Context: an optimization exercise on an open-source flow, tuned for small area. The choices shown serve that exercise and are no tape-out recipe.
Only simulation tests tie the RTL to the original design; equivalence was not proved.
The clock input has no modelled driver; a real chip could not lean on it and would need a root buffer or a full tree.
Power and IR drop assume default switching activity.

// gowin_top_entity
module gowin_top_entity(
    Sys_clk, Beep, Key, Sw, Uart_rxd, Uart_txd, Blue_Led,
    Tri_color_LED_1, Tri_color_LED_2, Tri_color_LED_3, Tri_color_LED_4,
    Dig_Seg_Sel, Seg_Blue_Led
);
For scale: ~48 I/O pins, about 3300 um^2 of cells after synthesis.
==> module gowin_top_entity, before the edit <==
module gowin_top_entity(
    Sys_clk, Beep, Key, Sw, Uart_rxd, Uart_txd, Blue_Led,
    Tri_color_LED_1, Tri_color_LED_2, Tri_color_LED_3, Tri_color_LED_4,
    Dig_Seg_Sel, Seg_Blue_Led
);
    input        Sys_clk;
    output       Beep;
    input  [8:1] Key;
    input  [4:1] Sw;
    input        Uart_rxd;
    output       Uart_txd;
    output [8:1] Blue_Led;
    output [2:0] Tri_color_LED_1;
    output [2:0] Tri_color_LED_2;
    output [2:0] Tri_color_LED_3;
    output [2:0] Tri_color_LED_4;
    output [3:0] Dig_Seg_Sel;
    output [7:0] Seg_Blue_Led;
    wire rst = ~Key[1];
    reg [3:0] u;       
    reg [2:0] q;       
    reg       fl;      
    wire u9 = (u == 4'd9);
    always @(posedge Sys_clk)
        if (rst) begin
            u  <= 4'd5;
            q  <= 3'd0;
            fl <= 1'b1;
        end else begin
            u <= u9 ? 4'd0 : u + 4'd1;
            if (u9) q <= q + 3'd1;
            if (u9 && q == 3'd7) fl <= 1'b0;
        end
    wire rd = ~fl | (q > 3'd2) | ((q == 3'd2) & (u > 4'd1));
    wire hi = fl & ((q < 3'd4) | (q == 3'd4));
    wire [2:0] w8      = {q[1:0], 1'b0} + u[2:0];               
    wire       tick10  = (w8 == 3'd6);                           
    wire       clk1k   = (w8[1:0] == 2'd3) | (w8[1:0] == 2'd0);  
    wire       tick1hz = (q == 3'd4) && (u == 4'd2);             
    wire       latch   = u9 && (q[1:0] == 2'd0) && rd;           
    reg       prev_sw;
    reg [2:0] md;      
    always @(posedge Sys_clk) begin
        if (tick10) prev_sw <= Sw[1];    
        if (rst) md <= 3'b001;
        else if (tick10 && rd && !prev_sw && Sw[1]) md <= {md[1:0], md[2]};
    end
    reg [4:0] hr;
    reg [5:0] mn;
    reg [5:0] sc;
    wire inc_s = ~Sw[1] | (Sw[2] & md[0]);
    wire inc_m = Sw[1] & Sw[2] & md[1];
    wire inc_h = Sw[1] & Sw[2] & md[2];
    wire hr23 = (hr == 5'd23);
    wire mn59 = (mn == 6'd59);
    wire sc59 = (sc == 6'd59);
    wire s_c  = inc_s & sc59;
    wire m_in = inc_m | s_c;
    wire m_c  = m_in & mn59;
    wire h_in = inc_h | m_c;
    always @(posedge Sys_clk)
        if (rst || (tick1hz && h_in && hr23)) begin
            hr <= 5'd0; mn <= 6'd0; sc <= 6'd0;
        end else if (tick1hz) begin
            if (inc_s) sc <= sc59 ? 6'd0 : sc + 6'd1;
            if (m_in)  mn <= mn59 ? 6'd0 : mn + 6'd1;
            if (h_in)  hr <= hr + 5'd1;
        end
    reg [4:0] ah;
    reg [5:0] am;
    wire a_en  = tick10 & rd & Sw[3];
    wire a_m   = ~Key[7] &  Key[8];    
    wire a_h   =  Key[7] & ~Key[8];    
    wire am59  = (am == 6'd59);
    wire ah23  = (ah == 5'd23);
    wire ah_in = a_h | (a_m & am59);
    always @(posedge Sys_clk)
        if (rst) begin
            ah <= 5'd1; am <= 6'd1;
        end else if (a_en && ah_in && ah23) begin
            ah <= 5'd0; am <= 6'd0;
        end else if (a_en) begin
            if (a_m)   am <= am59 ? 6'd0 : am + 6'd1;
            if (ah_in) ah <= ah + 5'd1;
        end
    reg [4:0] cp;      
    wire chime_in = (mn == 6'd0) && (sc != 6'd0) && (sc < 6'd20);
    always @(posedge Sys_clk)
        if (rst) cp <= 5'd23;
        else if (tick10) begin
            if (cp == 5'd23) cp <= chime_in ? 5'd1 : 5'd23;
            else cp <= cp + 5'd1;
        end
    wire chime_out = (cp == 5'd1) | (cp == 5'd2) | (cp == 5'd3) |
                     (cp == 5'd6) | (cp == 5'd7) | (cp == 5'd8) |
                     (cp == 5'd11) | (cp == 5'd12) | (cp == 5'd13);
    reg [5:0] fs;      
    reg [2:0] ft;      
    wire eq = (ah == hr) && (am == mn) && (sc == 6'd0);
    wire f_idle = (fs == 6'd0);
    always @(posedge Sys_clk) begin
        if (rst) fs <= 6'd0;
        else if (tick10) begin
            if (f_idle) begin
                if (eq) fs <= 6'd39;
            end else if (ft == 3'b100)
                fs <= fs - 6'd1;
        end
        if (tick10) ft <= f_idle ? 3'b000 : {ft[1:0], ~ft[1] & ~ft[2]};
    end
    assign Beep = clk1k & (chime_out | fs[0]);
    reg [5:0] p1, p2;    
    reg       dob;       
    always @(posedge Sys_clk)
        if (latch) begin
            p1  <= Sw[4] ? (Sw[3] ? am : mn) : (Sw[3] ? {1'b0, ah} : {1'b0, hr});
            p2  <= Sw[4] ? (Sw[3] ? 6'd0 : sc) : (Sw[3] ? am : mn);
            dob <= Sw[3];
        end
    wire [1:0] s = q[1:0];
    wire [5:0] pv = s[1] ? p2 : p1;
    reg  [7:0] seg;
    reg  [3:0] dg;
    always @(*) begin
        dg = s[0] ? (pv % 6'd10) : (pv / 6'd10);
        if (hi)
            seg = !s[1] ? 8'hFF : (s[0] ? 8'h0B : 8'hDF);
        else begin
            case (dg)
                4'd0: seg[6:0] = 7'h40;
                4'd1: seg[6:0] = 7'h79;
                4'd2: seg[6:0] = 7'h24;
                4'd3: seg[6:0] = 7'h30;
                4'd4: seg[6:0] = 7'h19;
                4'd5: seg[6:0] = 7'h12;
                4'd6: seg[6:0] = 7'h02;
                4'd7: seg[6:0] = 7'h78;
                4'd8: seg[6:0] = 7'h00;
                default: seg[6:0] = 7'h10;
            endcase
            seg[7] = ~(dob | ((s == 2'd1) & sc[0]));
        end
    end
    assign Seg_Blue_Led = seg;
    assign Dig_Seg_Sel  = ~(4'b0001 << s);
    assign Blue_Led        = {md, 1'b0, ~Key[8], ~Key[7], 1'b0, sc[0]};
    assign Tri_color_LED_1 = {1'b0, rd, ~Key[1]};
    assign Tri_color_LED_2 = 3'b000;
    assign Tri_color_LED_3 = 3'b000;
    assign Tri_color_LED_4 = md;
    assign Uart_txd        = 1'b1;
endmodule
Settings: LEC_CHECK=0, CAP_MARGIN=20, CORE_MARGIN=2, CORE_UTILIZATION=60, SLEW_MARGIN=20; clock period 40.0 ns.
standard.sh (not shown) runs the stock make flow with config.mk's settings and CLKGATE_MAP_FILE= SYNTH_SCRIPT=/design/flow/synth_recipe.tcl, a recipe that flattens the netlist after the stock synthesis.
==> flow/flow/run.sh <==
#!/bin/bash
# Layout flow: ORFS as in standard.sh, with these changes:
#  - synthesis: the standard flow's synthesis script, but adders are left to ABC
#    (no ha/fa pre-mapping), and ABC maps for area with deeper scripts
#    (flow/abc*.script; the smallest result is kept, see flow/my_synth.tcl);
#    registers are inferred and named as in the standard synthesis;
#  - port buffers use the smallest buffer (buf_1);
#  - one tie cell per constant value, without splitting its fanout;
set -uo pipefail
HERE=$(pwd)
FLOWDIR=$HERE/flow
CFG=${FLOW_CONFIG:-$HERE/config.mk}
export MY_ABC_SCRIPTS="$(ls $FLOWDIR/abc*.script | tr "\n" " ")"
[ -f $FLOWDIR/clk_buf.txt ] && export MY_CLK_BUF="$(cat $FLOWDIR/clk_buf.txt)"
[ -f $FLOWDIR/clk_n.txt ] && export MY_CLK_N="$(cat $FLOWDIR/clk_n.txt)"
EXTRA_MAKE=""
[ -f $FLOWDIR/extra_make.txt ] && EXTRA_MAKE="$(cat $FLOWDIR/extra_make.txt)"
make -C $FLOW_HOME DESIGN_CONFIG=$CFG WORK_HOME=$HERE/orfs CLKGATE_MAP_FILE= \
  SYNTH_SCRIPT=$FLOWDIR/my_synth.tcl ADDER_MAP_FILE= \
  BUFFER_PORTS_ARGS="-buffer_cell sky130_fd_sc_hd__buf_1" \
  PRE_CTS_TCL=$FLOWDIR/pre_cts.tcl SKIP_REPAIR_TIE_FANOUT=1 $EXTRA_MAKE \
  finish > $HERE/make_finish.log 2>&1
status=$?
R=$HERE/orfs/results/${FLOW_PLATFORM:-sky130hd}/gowin_top_entity/base
if [[ -f $R/6_final.odb ]]; then
  : # left out here: write the final layout as DEF
fi
exit $status
Other scripts of this flow, unchanged in this note and not shown: flow/flow/abc01.script, flow/flow/abc02.script, flow/flow/abc03.script, flow/flow/abc04.script, flow/flow/abc05.script, flow/flow/abc06.script, flow/flow/abc07.script, flow/flow/abc08.script, flow/flow/abc09.script, flow/flow/abc10.script, flow/flow/clk_buf.txt, flow/flow/clk_n.txt, flow/flow/my_synth.tcl, flow/flow/pre_cts.tcl
==> next run, changes <==
--- a/flow/design.v
+++ b/flow/design.v
@@ -39,11 +39,12 @@
     wire       tick1hz = (q == 3'd4) && (u == 4'd2);             
     wire       latch   = u9 && (q[1:0] == 2'd0) && rd;           
     reg       prev_sw;
-    reg [2:0] md;      
+    reg [1:0] mb;      
+    wire [2:0] md = {mb[1], mb[0], ~mb[1] & ~mb[0]};    
     always @(posedge Sys_clk) begin
         if (tick10) prev_sw <= Sw[1];    
-        if (rst) md <= 3'b001;
-        else if (tick10 && rd && !prev_sw && Sw[1]) md <= {md[1:0], md[2]};
+        if (rst) mb <= 2'd0;
+        else if (tick10 && rd && !prev_sw && Sw[1]) mb <= {mb[0], ~mb[1] & ~mb[0]};
     end
     reg [4:0] hr;
     reg [5:0] mn;
@@ -86,14 +87,14 @@
     reg [4:0] cp;      
     wire chime_in = (mn == 6'd0) && (sc != 6'd0) && (sc < 6'd20);
     always @(posedge Sys_clk)
-        if (rst) cp <= 5'd23;
+        if (rst) cp <= 5'd31;
         else if (tick10) begin
-            if (cp == 5'd23) cp <= chime_in ? 5'd1 : 5'd23;
+            if (cp == 5'd31) cp <= chime_in ? 5'd9 : 5'd31;
             else cp <= cp + 5'd1;
         end
-    wire chime_out = (cp == 5'd1) | (cp == 5'd2) | (cp == 5'd3) |
-                     (cp == 5'd6) | (cp == 5'd7) | (cp == 5'd8) |
-                     (cp == 5'd11) | (cp == 5'd12) | (cp == 5'd13);
+    wire chime_out = (cp == 5'd9) | (cp == 5'd10) | (cp == 5'd11) |
+                     (cp == 5'd14) | (cp == 5'd15) | (cp == 5'd16) |
+                     (cp == 5'd19) | (cp == 5'd20) | (cp == 5'd21);
     reg [5:0] fs;      
     reg [2:0] ft;      
     wire eq = (ah == hr) && (am == mn) && (sc == 6'd0);
Wire length went up by 7.0%.
Clock skew hardly moves.
Setup slack gets worse by 23 ps.
Cell area went up by 0.33%.
Worst hold slack gets worse by 28 ps.
Clock power hardly moves.
Register-to-register slack gets worse by 1200 ps.
Via count went up by 3.3%.
Maximum frequency barely changes.
No run of this note takes its clock network from TritonCTS; it comes from the design's own scripts or RTL.

-- what the ideal ports hide --
Ports are ideal in the flow. The routed layouts listed here were re-timed in OpenROAD.
Step 1 sets driving cells, clkbuf_16 on the clock port and buf_2 on the other inputs (assumed; they add their load-dependent delay and slew).
Step 2, shift: input delay + t, output delay - t, t = (earliest + latest rising clock arrival at the registers) / 2. This alone moves slack from input paths to output paths.
Three values: no drivers, after step 1, after step 2; two values: the first two.
| run | t (ns) | setup WS [ns] | worst data-port slew with drivers (ns) | cell pins on the clock port's net |
|---|---|---|---|---|
| the first run | 0.193 | 22.529 / 22.505 / 22.505 | 0.03 | 4 |
| the second run | 0.198 | 22.506 / 22.482 / 22.482 | 0.03 | 4 |
After both steps setup and hold are still met in every run listed.
